This design comes from an exercise in tuning for small area, a short achievable clock period and few clock cycles per item on the open sky130 flow, not from production work.
Function was checked by simulation only, so behaviour that the tests miss may differ from the original.

==> flow/design.v, too long to show whole: its modules and the start of the top module <==
// module dct8_fa: 10 lines
// module dct8_top: 1151 lines
module dct8_top #(
    parameter N         = DCT8_N,
    parameter IN_W      = DCT8_IN_W,
    parameter COEFF_W   = DCT8_COEFF_W,
    parameter OUT_W     = DCT8_OUT_W,
    parameter FRAC_BITS = DCT8_FRAC_BITS
)(
    input  wire                    clk,
    input  wire                    rst_n,
    input  wire                    din_valid,
    input  wire signed [IN_W-1:0]  din,
    output wire                    din_ready,
    output wire                    dout_valid,
    output wire signed [OUT_W-1:0] dout,
    input  wire                    dout_ready
);
  // ...
==> flow/flow/run.sh <==
#!/bin/bash
set -euo pipefail
export SETUP_SLACK_MARGIN=10.0
PLATFORM_DONT_USE="$(make -s -C "$FLOW_HOME" DESIGN_CONFIG="$PWD/config.mk" WORK_HOME="$PWD/print_tmp" print-DONT_USE_CELLS | sed -n 's/^DONT_USE_CELLS: *//p')"
EXTRA="sky130_fd_sc_hd__clkdlybuf4s15_1 sky130_fd_sc_hd__clkdlybuf4s15_2 sky130_fd_sc_hd__clkdlybuf4s18_1 sky130_fd_sc_hd__clkdlybuf4s18_2 sky130_fd_sc_hd__clkdlybuf4s25_1 sky130_fd_sc_hd__clkdlybuf4s25_2 sky130_fd_sc_hd__clkdlybuf4s50_1 sky130_fd_sc_hd__clkdlybuf4s50_2 sky130_fd_sc_hd__dlygate4sd1_1 sky130_fd_sc_hd__dlygate4sd2_1 sky130_fd_sc_hd__dlygate4sd3_1 sky130_fd_sc_hd__dlymetal6s2s_1 sky130_fd_sc_hd__dlymetal6s4s_1 sky130_fd_sc_hd__dlymetal6s6s_1"
echo "DONT_USE_CELLS=$PLATFORM_DONT_USE $EXTRA" > dont_use.log
bash standard.sh "DONT_USE_CELLS=$PLATFORM_DONT_USE $EXTRA" finish > standard.log 2>&1
==> flow/standard.sh <==
#!/bin/bash
# synth_recipe.tcl (not shown) runs the flow's synth.tcl, then flattens the netlist and writes it again
# the make line also repeats each setting of config.mk as NAME=value (left out here)
make -C /OpenROAD-flow-scripts/flow DESIGN_CONFIG=/design/flow/config.mk WORK_HOME=/design/flow/orfs CLKGATE_MAP_FILE= SYNTH_SCRIPT=/design/flow/synth_recipe.tcl "${@:-finish}"
==> flow/config.mk <==
export PLATFORM = sky130hd
export DESIGN_NAME = dct8_top
export DESIGN_NICKNAME = dct8_top
export VERILOG_FILES = /design/flow/design.v
export SDC_FILE = /design/flow/constraint.sdc
export NUM_CORES = 4
export LEC_CHECK = 0
export CAP_MARGIN = 20
export CORE_MARGIN = 2
export CORE_UTILIZATION = 30
export CTS_CLUSTER_DIAMETER = 120
export CTS_CLUSTER_SIZE = 24
export SLEW_MARGIN = 20
export SYNTH_HIERARCHICAL = 1
==> flow/constraint.sdc <==
create_clock -name core_clock -period 14.0 [get_ports {clk}]
set_input_delay 2.8000 -clock core_clock [delete_from_list [all_inputs] [get_ports {clk}]]
set_output_delay 2.8000 -clock core_clock [all_outputs]
set_load 0.01 [all_outputs]
==> qor.yml, run 1 <==
outcome: "no timing/DRC/antenna violations"
numClockSinks: 595
synth_seq_cells: 595
slew_headroom_pct: 25.3
synth_top_family_by_area: "adder cells"
yosysMostFrequentCell: "fa_1"
num-multi-input-gates: 2141
layout_min_cycle_time_ps: 4050
synth_edf_count: 351
initial_core_util_pct: 30.2
final_nets: 3743
synth-simple-area-share_pct: 8.82
fmax_mhz: 247
route.met3.wl_um: 7970
synthCells: 3120
layout_commonest_cell: "fa_1"
synthMuxAreaShare_pct: 1.41
cp.depth: 2
synth_top_area_share_pct: 28.3
wl_met1_um: 43600
cts_buffer_depth: 3
regArea_um2: 15500
drive_above_1_share_pct: 5.48
dp_hpwl_um: 75700
postLayoutCellArea_um2: 40500
largest_class: "multi-input gates"
seq_share_pct: 38.3
synth_fa_ha_area_share_pct: 30.5
grtUsageMet1_pct: 22.1
timing.hold.ws_ps: 336
row_count: 129
startpoint_type: "flip-flop"
critPathKind: "flip-flop to output port"
dieHeight_um: 357
antenna_cells: 1
Testbench counts, summed over its fixed seeds: cycles 6,240, items 768.
==> run 2: changes to the inputs <==
--- a/flow/design.v
+++ b/flow/design.v
@@ -37,23 +37,23 @@
     reg        p1v, p2v;     
     reg        qv0, qv1, qv2, qv3;   
     reg  [15:0] xin;
     reg  [17:0] r0, r1, r2, r3;        
     reg  [16:0] wd1, wd2, wd3;         
     reg  [16:0] od0, od1, od2, od3;    
     reg  [17:0] oa0, oa1, ob0, ob1;
     reg  [17:0] q0, q1, q2, q3;        
-    reg        dnr;          
+    reg        dr;           
     wire issue  = o_v & ~qv3 & ~(qv2 & (p1v | p2v)) & ~(qv1 & p1v & p2v);
     wire o_free = ~o_v | ((o_k == 3'd7) & issue);
     wire last   = pend & (pi == 2'd0);
     wire o_load = last & o_free;
     wire pdo    = pend & (~last | o_free);    
-    assign din_ready  = ~dnr;
+    assign din_ready  = dr;
     assign dout_valid = qv0;
     assign dout       = q0;
     wire acc_in = din_valid & din_ready;
     wire pop    = qv0 & dout_ready;
     wire        push = acc_in & ~in_cnt[2];
     wire [17:0] dinw = {{2{din[15]}}, din};
     wire [16:0] xp   = r0[16:0];
     wire [16:0] xinx = {xin[15], xin};
@@ -1133,17 +1133,17 @@
             o_v    <= 1'b0;
             o_k    <= 3'd0;
             p1v    <= 1'b0;
             p2v    <= 1'b0;
             qv0    <= 1'b0;
             qv1    <= 1'b0;
             qv2    <= 1'b0;
             qv3    <= 1'b0;
-            dnr    <= 1'b0;
+            dr     <= 1'b0;
         end else begin
             if (acc_in) in_cnt <= in_cnt + 3'd1;
             if (acc_in & in_cnt[2]) begin
                 pend <= 1'b1;
                 pi   <= ~in_cnt[1:0];
             end else if (pdo) begin
                 pend <= 1'b0;
             end
@@ -1155,12 +1155,12 @@
                 if (o_k == 3'd7) o_v <= 1'b0;
             end
             p1v <= issue;
             p2v <= p1v;
             qv0 <= qv0_n;
             qv1 <= qv1_n;
             qv2 <= qv2_n;
             qv3 <= qv3_n;
-            dnr <= ~dr_n;
+            dr  <= dr_n;
         end
     end
 endmodule
==> qor.yml, run 2 <==
io_buffers: 39
fillers: 11979
drv_cap: 0
cp.depth: 1  # -1
drt-total-wl_um: 97000
synthCells: 3042  # -2.5%
numClockSinks: 595  # unchanged
cts_tree: "yes"
worstSetupEndpointType: "output port"
h-tree-depth: 1
gp_congestion: 0.941
synth_area_leaders: "edfxtp_1 (29%), fa_1 (27%), dfxtp_1 (12%)"
fmax_mhz: 248  # +0.41%
most-common-layout-cells: "fa_1 (501), nand2_1 (364), edfxtp_1 (351), inv_1 (252), dfxtp_1 (224)"
grtUsageTotal_pct: 15.2
dp.cells: 4608
cts_root_buffer: "clkbuf_16"
initial_core_util_pct: 30.3  # +0.043 points
fin_crit_sh_pct: 28.8
cpPeakStageDelay_ps: 450
yosysMostFrequentCell: "fa_1"
path_cells: "buf_6"
num_vias: 23581
layout_commonest_cell: "fa_1"
startpoint: "dr$_DFF_PN0_"
antenna_cells: 0  # -1
outcome: "no timing/DRC/antenna violations"
top_regs: "r2a: 33 flops, r2b: 33 flops, r2c: 33 flops"
numCtsBuffers: 29
setup-tns-final_ps: 0
synthFlopType: "edfxtp_1"
postLayoutCellArea_um2: 39900  # -1.5%
worst_pin_slew_ps: 1120
grt_pass1_vias: 24023
drv_slew: 0
cp.arrival_ps: 1240
core_area_um2: 122000
dpl_cell_area_um2: 38800
dr.first_iter.drc_count: 2524
final_nets: 3654  # -2.4%
grt_max_degree: 77
reg2reg_to: "r2b[19]$_DFF_P_"
ys_types: 88
critPathCapture: "din_ready"
die_x_um: 355
routed_via_density: 5.05
critPathTopFamily: "flip-flops"
regToRegSetupSlack_ps: 10070
synth-seq-area-share_pct: 42.1
grt_first_pass_wirelength_um: 149000
hold_start: "kcv[1]$_SDFF_PN1_"
cts_buffer_depth: 3  # unchanged
cpMaxStageDelayCell: "dfrtp_2"
dieArea_um2: 126000
synth_top_area_share_pct: 28.6  # +0.33 points
cp.buffers_inverters: 1
layout_min_cycle_time_ps: 4040  # -16.5 ps
synth_area_um2: 36900
synth_common_cells: "fa_1 (501), nand2_1 (369), edfxtp_1 (351), inv_1 (253), dfxtp_1 (227)"
hold_viol: 0
gr-total-overflow: 0
startpoint_type: "flip-flop"
ys_async_sr_fraction_pct: 2.86
clk_latency_ps: 660
ios: 40
syn_to_final_growth_pct: 8.33
syn_area_per_cell_um2: 12.1
dp_hpwl_um: 72700  # -3.9%
dp_slack_ps: 8810
synth_edf_count: 351  # unchanged
row_count: 128  # -0.78%
rsz0062_at_grt: "true"
rr_worst_depth: 6
cp_max_fo: 2
drive_above_1_share_pct: 5.68  # +0.20 points
critPathKind: "flip-flop to output port"
crit_required_ps: 11200
synth_warnings: 7
drc_errors: 0
hold_class: "flip-flop to flip-flop"
setup_viol: 0
postCtsHoldBufs: 0
slew_headroom_pct: 25.0  # -0.29 points
drtAntennaViolNets: 0
setup_slack_ps: 9960
synth_area_leader_cell: "edfxtp_1"
dieHeight_um: 355  # -0.57%
drtPass1Iterations: 10
wl_per_cell_um: 20.8
instances_no_fill: 4671
finalClockSkew_ps: 37.4
path_clk_slew_ps: 100
antenna_found_initial: 1
synth_seq_cells: 595  # unchanged
r2r_start: "lx0[13]$_DFF_P_"
run 2: cell types whose count changed in the layout (fill, tap and decap cells not counted), moves of 8 or more:
cell / delta
o21a_1: +8
nand2_1: -28
o21ai_1: +19
buf_1: -20
o21ai_0: -18
nor3_1: -11
o211ai_1: -12
a21o_1: -17
run 2: modules after synthesis, one instance, submodules excluded:
module / cells inside / flops+latches / copies in the design
dct8_top: 2544 / 595 / 1
dct8_fa: 1 / 0 / 498
run 2: layout make-up:
type | count | area, µm² | area share, %
Clock inverter | 5 | 52.6 | 0.132
Multi-Input combinational cell | 2070 | 20200 | 50.5
Tap cell | 1625 | 2030 | 5.09
Timing Repair Buffer | 73 | 373 | 0.933
Timing Repair inverter | 1 | 5.00 | 0.0125
Inverter | 255 | 965 | 2.41
Sequential cell | 595 | 15500 | 38.9
Clock buffer | 47 | 815 | 2.04
run 2: cells by family (layout without fill, tap and decap cells):
group                      after synthesis  after routing  share of synthesized area (%)
adders and majority gates              610            610                           30.9
DFF                                    595            595                           42.1
xor gates and xnor gates                73             73                           1.77
and+or+nand+nor                        683            685                           8.06
AOI/OAI and AO/OA                      653            653                           12.0
buffers and inverters                  380            381                           3.93
other                                    1              2                         0.0102
muxes                                   47             47                           1.29
run 2: metrics by stage:
step / util (%) / hold slack (ps)
after floorplan: - / 310
after global placement: 31.8 / 315
after CTS: 32.6 / 339
final: 32.8 / 334
after global routing: 32.8 / 343
after detailed placement: 31.8 / 316
run 2: how the worst min path moves through the flow:
stage	cells after the start	endpoint	slack, ps
finish	0	r2c[1]$_DFF_P_	330
global route	0	r2c[1]$_DFF_P_	340
CTS	0	r2c[1]$_DFF_P_	340
detailed placement	0	r2d[0]$_DFF_P_	320
global placement	0	r2c[1]$_DFF_P_	310
floorplan	0	r2c[1]$_DFF_P_	310
run 2: timing repair:
item / in CTS / in global routing
setup endpoints to repair: 276 / 94
cloned: 3 / 0
buffers inserted: 3 / 5
pin swaps: 1 / 2
gates resized for setup: 29 / 42
run 2: metal layers:
layer / global-route usage, % / vias up / share of wire (%)
met3: 2.67 / 188 / 8.2
li1: - / 10487 / -
met5: 0 / - / 0
met1: 21.5 / 11783 / 44
met4: 4.67 / 0 / 3.6
met2: 23.8 / 1123 / 45
Testbench counts of run 2, summed over its fixed seeds: cycles 6,248, items 768.
==> run 3: changes to the inputs <==
--- a/flow/flow/run.sh
+++ b/flow/flow/run.sh
@@ -1,5 +1,5 @@
 #!/bin/bash
 set -euo pipefail
-export SETUP_SLACK_MARGIN=10.0
+export SETUP_SLACK_MARGIN=9.95
 PLATFORM_DONT_USE="$(make -s -C "$FLOW_HOME" DESIGN_CONFIG="$PWD/config.mk" WORK_HOME="$PWD/print_tmp" print-DONT_USE_CELLS | sed -n 's/^DONT_USE_CELLS: *//p')"
 EXTRA="sky130_fd_sc_hd__clkdlybuf4s15_1 sky130_fd_sc_hd__clkdlybuf4s15_2 sky130_fd_sc_hd__clkdlybuf4s18_1 sky130_fd_sc_hd__clkdlybuf4s18_2 sky130_fd_sc_hd__clkdlybuf4s25_1 sky130_fd_sc_hd__clkdlybuf4s25_2 sky130_fd_sc_hd__clkdlybuf4s50_1 sky130_fd_sc_hd__clkdlybuf4s50_2 sky130_fd_sc_hd__dlygate4sd1_1 sky130_fd_sc_hd__dlygate4sd2_1 sky130_fd_sc_hd__dlygate4sd3_1 sky130_fd_sc_hd__dlymetal6s2s_1 sky130_fd_sc_hd__dlymetal6s4s_1 sky130_fd_sc_hd__dlymetal6s6s_1"
--- a/flow/config.mk
+++ b/flow/config.mk
@@ -9,6 +9,6 @@
 export CORE_MARGIN = 2
 export CORE_UTILIZATION = 30
-export CTS_CLUSTER_DIAMETER = 120
-export CTS_CLUSTER_SIZE = 24
+export CTS_CLUSTER_DIAMETER = 130
+export CTS_CLUSTER_SIZE = 28
 export SLEW_MARGIN = 20
 export SYNTH_HIERARCHICAL = 1
==> qor.yml, run 3 <==
layout_commonest_cell: "fa_1"
critPathTopFamily: "compound AO/OA/AOI/OAI gates"
synth_area_um2: 36900  # unchanged
cts_tree: "yes"
gp_congestion: 0.953  # +1.3%
cpMaxStageDelayCell: "o31ai_1"
num_vias: 23695  # +0.48%
dieArea_um2: 126000  # unchanged
row_count: 128  # unchanged
drv_cap: 0  # unchanged
postCtsHoldBufs: 0  # unchanged
setup_viol: 0  # unchanged
drtPass1Iterations: 9  # -1
final_nets: 3651  # -0.082%
syn_area_per_cell_um2: 12.1  # unchanged
path_cells: "fa_1 > fa_1 > ha_1 > a21oi_1 > a21oi_1 > o31ai_1 > a211oi_2 > o21ai_4 > xor2_2 > o21ai_1"
die_x_um: 355  # unchanged
dr.first_iter.drc_count: 2743  # +8.7%
cpPeakStageDelay_ps: 680  # +230 ps
drc_errors: 0  # unchanged
cts_buffer_depth: 3  # unchanged
ys_types: 88  # unchanged
fin_crit_sh_pct: 28.7  # -0.10 points
drive_above_1_share_pct: 4.67  # -1.0 points
cp.arrival_ps: 4390  # +3150 ps
timing.hold.ws_ps: 344  # +10.4 ps
numClockSinks: 595  # unchanged
hold_class: "flip-flop to flip-flop"
worstSetupEndpointType: "flip-flop"
io_buffers: 39  # unchanged
synthFlopType: "edfxtp_1"
grt_first_pass_wirelength_um: 149000  # +0.40%
synth_seq_cells: 595  # unchanged
synth-seq-area-share_pct: 42.1  # unchanged
initial_core_util_pct: 30.3  # unchanged
grt_max_degree: 76  # -1.3%
drtAntennaViolNets: 0  # unchanged
drt-total-wl_um: 97100  # +0.17%
synth_top_area_share_pct: 28.6  # unchanged
synth_area_leader_cell: "edfxtp_1"
rsz0062_at_grt: "true"
wl_per_cell_um: 20.8  # +0.34%
grtUsageTotal_pct: 15.3  # +0.050 points
cp_max_fo: 7  # +5
synth_common_cells: "fa_1 (501), nand2_1 (369), edfxtp_1 (351), inv_1 (253), dfxtp_1 (227)"
worst_pin_slew_ps: 1120  # +0.653 ps
synth_warnings: 7  # unchanged
synthCells: 3042  # unchanged
ys_async_sr_fraction_pct: 2.86  # unchanged
path_clk_slew_ps: 110  # about the same
hold_viol: 0  # unchanged
startpoint_type: "flip-flop"
dp_hpwl_um: 73100  # +0.50%
layout_min_cycle_time_ps: 4020  # -14.2 ps
core_area_um2: 122000  # unchanged
grt_pass1_vias: 24306  # +1.2%
most-common-layout-cells: "fa_1 (501), nand2_1 (364), edfxtp_1 (351), inv_1 (252), dfxtp_1 (226)"
synth_edf_count: 351  # unchanged
clk_latency_ps: 640  # -20 ps
fmax_mhz: 249  # +0.35%
regToRegSetupSlack_ps: 9980  # -90 ps
top_regs: "r2a: 33 flops, r2b: 33 flops, r2c: 33 flops"
h-tree-depth: 1  # unchanged
outcome: "no timing/DRC/antenna violations"
finalClockSkew_ps: 29.5  # -7.94 ps
slew_headroom_pct: 25.0  # +0.037 points
cts_root_buffer: "clkbuf_16"
ios: 40  # unchanged
drv_slew: 0  # unchanged
setup-tns-final_ps: 0  # unchanged
antenna_found_initial: 1  # unchanged
crit_required_ps: 14370  # +3170 ps
fillers: 12029  # +0.42%
routed_via_density: 5.08  # +0.66%
gr-total-overflow: 0  # unchanged
dieHeight_um: 355  # unchanged
post-route-util_pct: 32.6  # -0.18 points
syn_to_final_growth_pct: 7.73
antenna_cells: 0  # unchanged
cp.buffers_inverters: 0  # -1
synth_area_leaders: "edfxtp_1 (29%), fa_1 (27%), dfxtp_1 (12%)"
numCtsBuffers: 25  # -14%
critPathKind: "flip-flop to flip-flop"
yosysMostFrequentCell: "fa_1"
[run 3: area by class of cell]
cell class | instances | area, µm² | area share, %
well taps | 1625 | 2030 | 5.12
clock buffers | 40 | 682 | 1.72
multi-input cells | 2071 | 20100 | 50.7
flip-flops and latches | 595 | 15500 | 39.1
clock inverters | 3 | 45.0 | 0.113
inverters | 255 | 961 | 2.42
repair buffers | 74 | 353 | 0.888
[run 3: Yosys stat by module, one instance, submodules excluded]
module	copies in the design	flip-flops and latches
dct8_fa	498	0
dct8_top	1	595
[run 3: stage by stage]
| stage | instance area, µm² | instances | setup WS (ps) |
|---|---|---|---|
| 6_report | 39700 | 4663 | 9980 |
| 5_1_grt | 39700 | 4663 | 9880 |
| 4_1_cts | 39600 | 4659 | 9930 |
| 3_5_place_dp | 38800 | 4610 | 8770 |
| 3_3_place_gp | 38800 | 4609 | 8810 |
| 2_1_floorplan | 37000 | 3043 | 9940 |
[run 3: cells by family after synthesis]
group,after synthesis,share of synthesized area (%)
flip-flops,595,42.1
adder cells (fa/ha/maj),610,30.9
buffers and inverters,380,3.93
multiplexers,47,1.29
AO/OA/AOI/OAI,653,12.0
other,1,0.0102
XOR/XNOR,73,1.77
AND/OR/NAND/NOR,683,8.06
[run 3: repair_timing]
action                                  4_1_cts  5_1_grt
endpoints found under the hold margin         0        0
cloned                                        3        0
endpoints found under the setup margin      190      130
pin swaps                                     1        2
setup buffers                                 3        4
resized for setup                            21       20
[run 3: path summary, 6_finish.rpt]
check,start,end,cells after the start
hold reg to reg,kcv[1]$_SDFF_PN1_,r2c[1]$_DFF_P_,0
hold / removal,kcv[1]$_SDFF_PN1_,r2c[1]$_DFF_P_,0
min in group asynchronous,rst_n,p1v$_DFF_PN0_,1
setup reg to reg,r2a[3]$_DFF_P_,q1[13]$_DFFE_PP_,10
setup / recovery,r2a[3]$_DFF_P_,q1[13]$_DFFE_PP_,10
max in group asynchronous,rst_n,pi[1]$_DFF_PN0_,2
[run 3: layer usage]
layer	global-route usage, %	share of wire [%]
met1	21.6	44
met2	24.2	45
met3	2.46	8.1
met4	4.22	3.1
met5	0	0

==> separate check: timing with driven ports <==
How much do the figures lean on ideal ports? The routed layouts below were timed once more, with nothing changed but the port constraints.
Step 1 sets driving cells, clkbuf_16 on the clock port and buf_2 on the other inputs (assumed; they add their load-dependent delay and slew).
Step 2 times the ports against the registers' clock, not the clock port: input delays grow and output delays shrink by t, the midpoint of the rising clock arrivals with the driver on.
a / b / c = ideal / step 1 / step 2; a / b = the first two.
| run | t (ns) | setup WS [ns] | worst slew at a driven data input, ns |
|---|---|---|---|
| run 1 | 0.719 | 9.947 / 9.870 / 9.494 | 0.05 |
| run 2 | 0.713 | 9.963 / 9.898 / 9.395 | 0.05 |
| run 3 | 0.684 | 9.978 / 9.917 / 9.360 | 0.05 |
After both steps setup and hold are still met in every run listed. For run 3, which loses most, drivers alone change the setup slack by -0.061 ns; drivers and shift together by -0.618 ns.
